This is an optimization exercise on Yosys and OpenROAD, whose aim is small area, a short achievable clock period and few clock cycles per item, not a production implementation.
RTL that was checked went through simulation tests only; none was proved equivalent to the original.
Function not checked in run 2: the RTL went through the layout flow alone.

==> flow/design.v (outline; a module is shown in full before it is edited, if it fits) <==
// module mul_op: 1532 lines
// module mul_benc: 5 lines
// module mul_row: 7 lines
// module mul_fa: 4 lines
// module mul_fx: 6 lines
// module mul_ha: 4 lines
// module mul_xor: 3 lines
// module mul_xnor: 3 lines
// module mul_nand2: 3 lines
// module mul_nor2: 3 lines
// module mul_inv: 3 lines
// module mul_aoi21: 3 lines
// module mul_oai21: 3 lines
// module mul_selx: 3 lines
// module mul_selxn: 3 lines
// module mul_sel: 3 lines
module mul_op #(parameter INPUTS = 2,
		parameter OUTPUTS = 1,
		parameter DATA_IN_SIZE = 32,
		parameter DATA_OUT_SIZE = 32)
		(
		input clk,
		input rst,
		input [INPUTS * (DATA_IN_SIZE)- 1 : 0]data_in_bus,
		input [INPUTS - 1 : 0]valid_in_bus,
		output [INPUTS - 1 : 0] ready_in_bus,
		output [OUTPUTS * (DATA_OUT_SIZE) - 1 : 0]data_out_bus,
		output [OUTPUTS - 1 : 0]valid_out_bus,
		input 	[OUTPUTS - 1 : 0] ready_out_bus
);
  // ...
==> flow/flow/run.sh <==
#!/bin/bash
# The standard layout, with resizing free to change a cell's footprint (so the
# port buffers and other cells can be swapped for faster ones), port buffers
# that are plain buffers rather than delay cells, and timing repair aiming at
# a setup slack of 5.3 ns.
set -euo pipefail
bash standard.sh MATCH_CELL_FOOTPRINT=0 BUFFER_PORTS_ARGS="-buffer_cell sky130_fd_sc_hd__buf_2" SETUP_SLACK_MARGIN=5.3 finish > standard.log 2>&1
==> flow/standard.sh <==
#!/bin/bash
# synth_recipe.tcl (not shown) runs the flow's synth.tcl, then flattens the netlist and writes it again
# the make line also repeats each setting of config.mk as NAME=value (left out here)
make -C /OpenROAD-flow-scripts/flow DESIGN_CONFIG=/design/flow/config.mk WORK_HOME=/design/flow/orfs CLKGATE_MAP_FILE= SYNTH_SCRIPT=/design/flow/synth_recipe.tcl "${@:-finish}"
==> flow/config.mk <==
export PLATFORM = sky130hd
export DESIGN_NAME = mul_op
export DESIGN_NICKNAME = mul_op
export VERILOG_FILES = /design/flow/design.v
export SDC_FILE = /design/flow/constraint.sdc
export NUM_CORES = 4
export LEC_CHECK = 0
export CAP_MARGIN = 20
export CORE_MARGIN = 2
export CORE_UTILIZATION = 40
export SETUP_SLACK_MARGIN = 5
export SLEW_MARGIN = 20
export SYNTH_HIERARCHICAL = 1
==> flow/constraint.sdc <==
create_clock -name core_clock -period 8.0 [get_ports {clk}]
set_input_delay 1.6000 -clock core_clock [delete_from_list [all_inputs] [get_ports {clk}]]
set_output_delay 1.6000 -clock core_clock [all_outputs]
set_load 0.01 [all_outputs]
==> load_flow_metrics.sql, run 1 <==
INSERT INTO impl_metrics (metric_group, metric, value, unit) VALUES
('placed_design', 'io_buffers', '103', ''),
('worst_setup_path', 'crit_path_cell_trace', 'buf_8 -> o21ai_4 -> buf_6', ''),
('synthesis', 'cell_taking_the_most_area_after_synthesis', 'edfxtp_1', ''),
('cts', 'cts_max_path_buffers', '3', ''),
('synthesis', 'synth.most_common_cell', 'xor2_1', ''),
('detailed_routing', 'via_total_after_detailed_routing', '15871', ''),
('worst_setup_path', 'regToRegStartpoint', 'rc4[15]', ''),
('placed_design', 'post_dp_cell_area', '23360', 'um^2'),
('synthesis', 'synth_top_area_share', '33.64', '%'),
('synthesis', 'post_synth_num_cell_types', '39', ''),
('floorplan', 'die_area', '57470', 'um^2'),
('cells_and_area', 'n_multi_input_combinational_cell', '1534', ''),
('timing', 'layout_min_cycle_time', '3.132', 'ns'),
('floorplan', 'die-height', '239.7', 'um'),
('worst_setup_path', 'worstSetupPathDepth', '3', ''),
('cells_and_area', 'post_layout_cell_count', '2957', ''),
('synthesis', 'postSynthAreaPerCell', '11.72', 'um^2'),
('timing', 'timing.final.setup_violations', '0', ''),
('cells_and_area', 'sequential_cell_area', '7606', 'um^2'),
('detailed_routing', 'detailroute.wirelength.met3', '3.588', 'mm'),
('flow_run', 'drv_cap', '0', ''),
('timing', 'finalHoldViolCount', '0', ''),
('timing', 'grt_setup_unrepaired', 'true', ''),
('cells_and_area', 'final_common_cell', 'xor2_1', ''),
('worst_setup_path', 'critPathMaxFanout', '2', ''),
('timing', 'clock.fmax', '0.3193', 'GHz'),
('detailed_routing', 'violation_count_after_the_first_detailed_routing_iteration', '1096', ''),
('worst_setup_path', 'reg2reg_to', 'p_reg[23]', ''),
('cells_and_area', 'seq_cell_count', '254', ''),
('outcome', 'run_status', 'finished clean', ''),
('cells_and_area', 'max_reg_flops', '105', ''),
('synthesis', 'synth_edf_count', '249', '');
Testbench counts, summed over its fixed seeds: cycles 2,424, items 2,400.
==> run 2: changes to the inputs <==
--- a/flow/design.v
+++ b/flow/design.v
@@ -14,40 +14,46 @@
 );
   reg fa, fb;
   reg [31:0] a_s;
   reg [47:0] sel_s;       
   wire [47:0] sel_in;
   reg sv;             
   wire ce = ~sv;      
   wire fire = fa & fb & ce;
-  assign ready_in_bus[0] = ~fa | fire;
-  assign ready_in_bus[1] = ~fb | fire;
+  wire [1:0] rin = {~fb | fire, ~fa | fire};
+  reg [1:0] rdy;
+  assign ready_in_bus = rdy;
+  wire fa_n = rin[0] ? valid_in_bus[0] : fa;
+  wire fb_n = rin[1] ? valid_in_bus[1] : fb;
+  reg vp;
+  wire sv_n = sv ? ~ready_out_bus[0] : (vp & ~ready_out_bus[0] & v[0]);
   always @(posedge clk, posedge rst)
-    if (rst) begin fa <= 1'b0; fb <= 1'b0; end
+    if (rst) begin fa <= 1'b0; fb <= 1'b0; rdy <= 2'b11; end
     else begin
-      if (ready_in_bus[0]) fa <= valid_in_bus[0];
-      if (ready_in_bus[1]) fb <= valid_in_bus[1];
+      fa <= fa_n;
+      fb <= fb_n;
+      rdy[0] <= ~fa_n | (fb_n & ~sv_n);
+      rdy[1] <= ~fb_n | (fa_n & ~sv_n);
     end
   always @(posedge clk) begin
-    if (ready_in_bus[0]) a_s <= data_in_bus[31:0];
-    if (ready_in_bus[1]) sel_s <= sel_in;
+    if (rin[0]) a_s <= data_in_bus[31:0];
+    if (rin[1]) sel_s <= sel_in;
   end
   reg [0:0] v;
   always @(posedge clk, posedge rst)
     if (rst) v <= 0;
     else if (ce) v <= fire;
-  reg vp;
   reg [31:0] s_reg, p_reg;
   wire p_en = ~vp | ready_out_bus[0];
   always @(posedge clk, posedge rst)
     if (rst) begin vp <= 1'b0; sv <= 1'b0; end
     else begin
       if (p_en) vp <= sv | v[0];
-      sv <= sv ? ~ready_out_bus[0] : (vp & ~ready_out_bus[0] & v[0]);
+      sv <= sv_n;
     end
   always @(posedge clk) begin
     if (ce) s_reg <= prod;
     if (p_en) p_reg <= p_next;
   end
   assign valid_out_bus[0] = vp;
   assign data_out_bus[31:0] = p_reg;
   wire [31:0] pp0;
==> flow/flow/run.sh (replaced) <==
#!/bin/bash
# The standard layout, with resizing free to change a cell's footprint (so the
# port buffers and other cells can be swapped for faster ones) and port
# buffers that are plain buffers rather than delay cells.
set -euo pipefail
bash standard.sh MATCH_CELL_FOOTPRINT=0 BUFFER_PORTS_ARGS="-buffer_cell sky130_fd_sc_hd__buf_2" finish > standard.log 2>&1
==> run 2 against run 1 <==
Net effect:
- still clean
- critical path depth is 7 higher
- core utilization down 4.3 points
- die area is 0.35% higher
- sequential share of layout area is 2.6 points higher
- setup slack improved by 0.13 ns
- critical path type is now register to register
- critical endpoint is now p_reg[26]
==> load_flow_metrics.sql, run 2 <==
INSERT INTO impl_metrics (metric_group, metric, value, unit) VALUES
('cts', 'clkTransAtPathRegs', '0.06', 'ns'),
('floorplan', 'die-width', '240.2', 'um'),
('timing', 'final.setup.tns', '0', 'ns'),
('worst_setup_path', 'critPathCaptureType', 'register', ''),
('worst_setup_path', 'critical_path_class', 'register to register', ''),
('cells_and_area', 'design.final.nets', '2235', ''),
('synthesis', 'post_synth_num_cell_types', '42', ''),
('worst_setup_path', 'worst-r2r-setup-slack', '5.00', 'ns'),
('detailed_routing', 'violation_count_after_the_first_detailed_routing_iteration', '919', ''),
('cells_and_area', 'sequential_cell_area', '7659', 'um^2'),
('detailed_routing', 'm1WireLength', '26.70', 'mm'),
('synthesis', 'synthArstFlopShare', '2.734', '%'),
('detailed_routing', 'drt_drc', '0', ''),
('synthesis', 'postSynthCellCount', '1902', ''),
('cts', 'tritoncts', 'built', ''),
('cells_and_area', 'drive_above_1_share', '35.74', '%'),
('worst_setup_path', 'crit_path_end', 'p_reg[26]', ''),
('global_route', 'vias_in_the_first_global_route', '14728', ''),
('worst_setup_path', 'worst_setup_path_start_kind', 'register', ''),
('placed_design', 'place_hpwl', '41.45', 'mm'),
('timing', 'min_period_over_period', '37.53', '%'),
('worst_setup_path', 'worst-endpoint-arrival', '3.30', 'ns'),
('detailed_routing', 'detailroute.wirelength.met3', '3.796', 'mm'),
('worst_setup_path', 'cp_data_required_time', '8.30', 'ns'),
('cells_and_area', 'top_regs', 'rc4 x105, sel_s x48', ''),
('cells_and_area', 'antenna-diode-count', '0', ''),
('synthesis', 'ys_seq_area_share', '34.31', '%'),
('global_route', 'grt_max_degree', '82', ''),
('detailed_routing', 'postRouteAntennaNets', '0', ''),
('flow_run', 'drv_cap', '0', ''),
('floorplan', 'die-height', '240.2', 'um'),
('synthesis', 'cell_taking_the_most_area_after_synthesis', 'edfxtp_1', ''),
('placed_design', 'place.gp.congestion', '0.8956', ''),
('detailed_routing', 'top_layer', 'met5', ''),
('cells_and_area', 'area_delta_synth_final', '16.55', '%'),
('worst_setup_path', 'worst_r2r_path_depth', '10', ''),
('timing', 'finalHoldViolCount', '0', ''),
('detailed_routing', 'routedWlPerCell', '21.09', 'um'),
('timing', 'clock.fmax', '0.3330', 'GHz'),
('synthesis', 'synth.top_cells.by_area', 'edfxtp_1 34%, xor2_1 16%, xnor2_1 12%', ''),
('placed_design', 'io_buffers', '103', ''),
('synthesis', 'synth.most_common_cell', 'xor2_1', ''),
('floorplan', 'design.core.area', '55090', 'um^2'),
('synthesis', 'synth.cell_area', '22310', 'um^2'),
('synthesis', 'yosys_most_used_dff', 'edfxtp_1', ''),
('timing', 'clock_skew', '0.03079', 'ns'),
('detailed_routing', 'vias_per_cell', '5.335', ''),
('hold_path', 'hold_path.class', 'register to register', ''),
('cts', 'cts_max_path_buffers', '3', ''),
('synthesis', 'postSynthAreaPerCell', '11.73', 'um^2'),
('cts', 'cts-buffers-inserted', '31', ''),
('worst_setup_path', 'cpMaxStageDelayCell', 'fa_2', ''),
('cts', 'worst_skew_pair.late_latency', '0.60', 'ns'),
('cells_and_area', 'final_common_cell', 'xor2_1', ''),
('synthesis', 'ys_ff_latch', '256', ''),
('cts', 'tritoncts_num_sinks', '256', ''),
('worst_setup_path', 'slowest_delay', '0.59', 'ns'),
('detailed_routing', 'via_total_after_detailed_routing', '15230', ''),
('global_route', 'grt_first_pass_wirelength', '89.24', 'mm'),
('timing', 'layout_min_cycle_time', '3.003', 'ns'),
('floorplan', 'die_area', '57680', 'um^2'),
('detailed_routing', 'detail_route.first_pass.iterations', '5', ''),
('floorplan', 'start_util', '40.49', '%'),
('timing', 'grt_setup_unrepaired', 'true', ''),
('placed_design', 'dp_worst_setup_slack', '4.493', 'ns'),
('cts', 'ctsHtreeMaxLevel', '1', ''),
('synthesis', 'synth_common_cells', '398 x xor2_1, 297 x xnor2_1, 249 x edfxtp_1, 152 x maj3_2, 131 x a22oi_2', ''),
('cells_and_area', 'reg_with_most_ffs', 'rc4', ''),
('worst_setup_path', 'critPathMaxFanout', '3', ''),
('cts', 'cts_root_buf', 'clkbuf_16', ''),
('worst_setup_path', 'reg2reg_to', 'p_reg[26]', ''),
('cells_and_area', 'fillCellCount', '5048', ''),
('cells_and_area', 'multiInputGateArea', '14310', 'um^2'),
('timing', 'slew_headroom', '36.65', '%'),
('worst_setup_path', 'setup.worst_path.start', 'rc4[25]', ''),
('detailed_routing', 'routed_wl', '60.21', 'mm'),
('timing', 'worstMarginPinSlew', '0.9503', 'ns'),
('worst_setup_path', 'crit_path_cell_trace', 'fa_1 -> fa_2 -> nor2_4 -> nor2_2 -> nand2_1 -> nor2_2 -> nand2_1 -> o21ai_4 -> xnor2_1 -> o21ai_1', ''),
('worst_setup_path', 'regToRegStartpoint', 'rc4[25]', ''),
('global_route', 'grt_antenna_before_repair', '3', ''),
('timing', 'drv_slew', '0', ''),
('timing', 'timing.final.setup_violations', '0', ''),
('synthesis', 'yosys_warnings', '7', ''),
('synthesis', 'synth_edf_count', '249', ''),
('global_route', 'grt_overflow_total', '0', ''),
('detailed_routing', 'met2_wirelength', '27.78', 'mm'),
('global_route', 'globalRouteTotalUtil', '20.30', '%'),
('floorplan', 'io-pin-count', '104', ''),
('cells_and_area', 'layout_common_cells', '398 x xor2_1, 291 x xnor2_1, 249 x edfxtp_1', ''),
('cells_and_area', 'max_reg_flops', '105', ''),
('synthesis', 'synth_top_area_share', '33.52', '%'),
('floorplan', 'placementRows', '86', ''),
('outcome', 'run_status', 'finished clean', ''),
('timing', 'finalWorstSetupSlack', '4.997', 'ns');
-- run 2: cell types whose count changed after synthesis, moves of 2 or more --
cell      change
o21ai_0       +2
xnor2_1       -2
a21oi_1       -2
nor2b_1       +4
nand2b_1      -2
dfstp_2       +2
-- run 2: worst max-delay path, delay by kind of cell, from the launching register on --
family                   cells  cell delay [ns]
adder cells (fa/ha/maj)      2             1.10
AND/OR/NAND/NOR              5             0.77
flip-flops                   1             0.40
AO/OA/AOI/OAI                2             0.29
XOR/XNOR                     1             0.16
-- run 2: kinds of logic (layout without fill, tap and decap cells) --
kind of cell    count (synthesis)  after routing  share of synthesized area (%)
compound gates                395            395                          16.04
xor+xnor                      695            695                          27.29
fa+ha+maj                     235            235                          13.84
buf+inv                       112            315                          4.190
flops                         256            256                          34.31
mux                             9              9                         0.6057
other cells                     1              3                        0.01681
simple gates                  199            199                          3.707
-- run 2: routing by layer --
layer	GRT usage, %	up-vias
met5	0	-
met4	5.703	4
met3	3.157	117
met2	33.41	461
met1	27.63	7477
li1	-	7171
-- run 2: worst min path at each step --
stage / startpoint / endpoint / slack (ns) / cells after the start
after global routing: rc4[0] / s_reg[0] / 0.47 / 0
final: rc4[5] / s_reg[5] / 0.45 / 0
after detailed placement: rc4[0] / s_reg[0] / 0.44 / 0
after floorplan: rc4[0] / s_reg[0] / 0.43 / 0
after global placement: rc4[0] / s_reg[0] / 0.44 / 0
after CTS: rc4[5] / s_reg[5] / 0.46 / 0
-- run 2: Yosys stat by module (local to each module, per instance), a selection --
module | cells inside | times used
mul_selxn | 3 | 11
mul_fa | 1 | 45
mul_op | 312 | 1
mul_fx | 1 | 152
mul_sel | 1 | 9
mul_inv | 1 | 7
mul_xor | 1 | 369
mul_selx | 3 | 12
mul_benc | 5 | 16
mul_oai21 | 1 | 48
mul_nor2 | 1 | 58
mul_xnor | 1 | 11
-- run 2: repair_timing --
| item | in CTS | in global routing |
|---|---|---|
| pin swaps | 6 | 26 |
| buffers inserted | 27 | 61 |
| hold buffers | 0 | 0 |
| cloned | 1 | 7 |
| resized for setup | 62 | 120 |
| setup endpoints to repair | 44 | 117 |
-- run 2: area by class of cell --
cell class / instances / share of cell area (%)
clock inverter: 19 / 0.7266
sequential: 256 / 29.45
multi-input combinational: 1536 / 55.03
timing repair buffer: 245 / 7.901
tap: 748 / 3.599
clock buffer: 38 / 3.085
inverter: 13 / 0.2021
-- run 2: metrics by stage --
| stage | std cells | hold slack (ns) | util, % | instance area [um^2] |
|---|---|---|---|---|
| finish | 2855 | 0.4537 | 47.20 | 26000 |
| global route | 2855 | 0.4671 | 47.20 | 26000 |
| CTS | 2786 | 0.4571 | 44.99 | 24790 |
| detailed placement | 2701 | 0.4393 | 42.31 | 23310 |
| global placement | 2701 | 0.4360 | 42.31 | 23310 |
| floorplan | 1904 | 0.4266 | - | 22390 |

==> static timing again, ports no longer ideal <==
The flow's constraints put no driver on any port. The routed layouts listed below were extracted and timed again, unchanged, in two steps.
Step 1, drivers: a clkbuf_16 drives clk and a buf_2 each remaining input, both assumed.
Step 2 adds t to the input delays and takes it off the output delays; t is the mean of the earliest and latest rising clock arrival at the registers after step 1. Input paths then give back, and output paths get back, about the clock's delay inside the block.
a / b / c = no drivers / after step 1 / after step 2; a / b = the first two.
run | shift t [ns] | slack for setup (ns) | cell pins on the clock port's net
run 1 | 0.637 | 4.868 / 4.818 / 4.914 | 1
run 2 | 0.643 | 4.997 / 4.997 / 4.997 | 1
After both steps setup and hold are still met in every run listed.
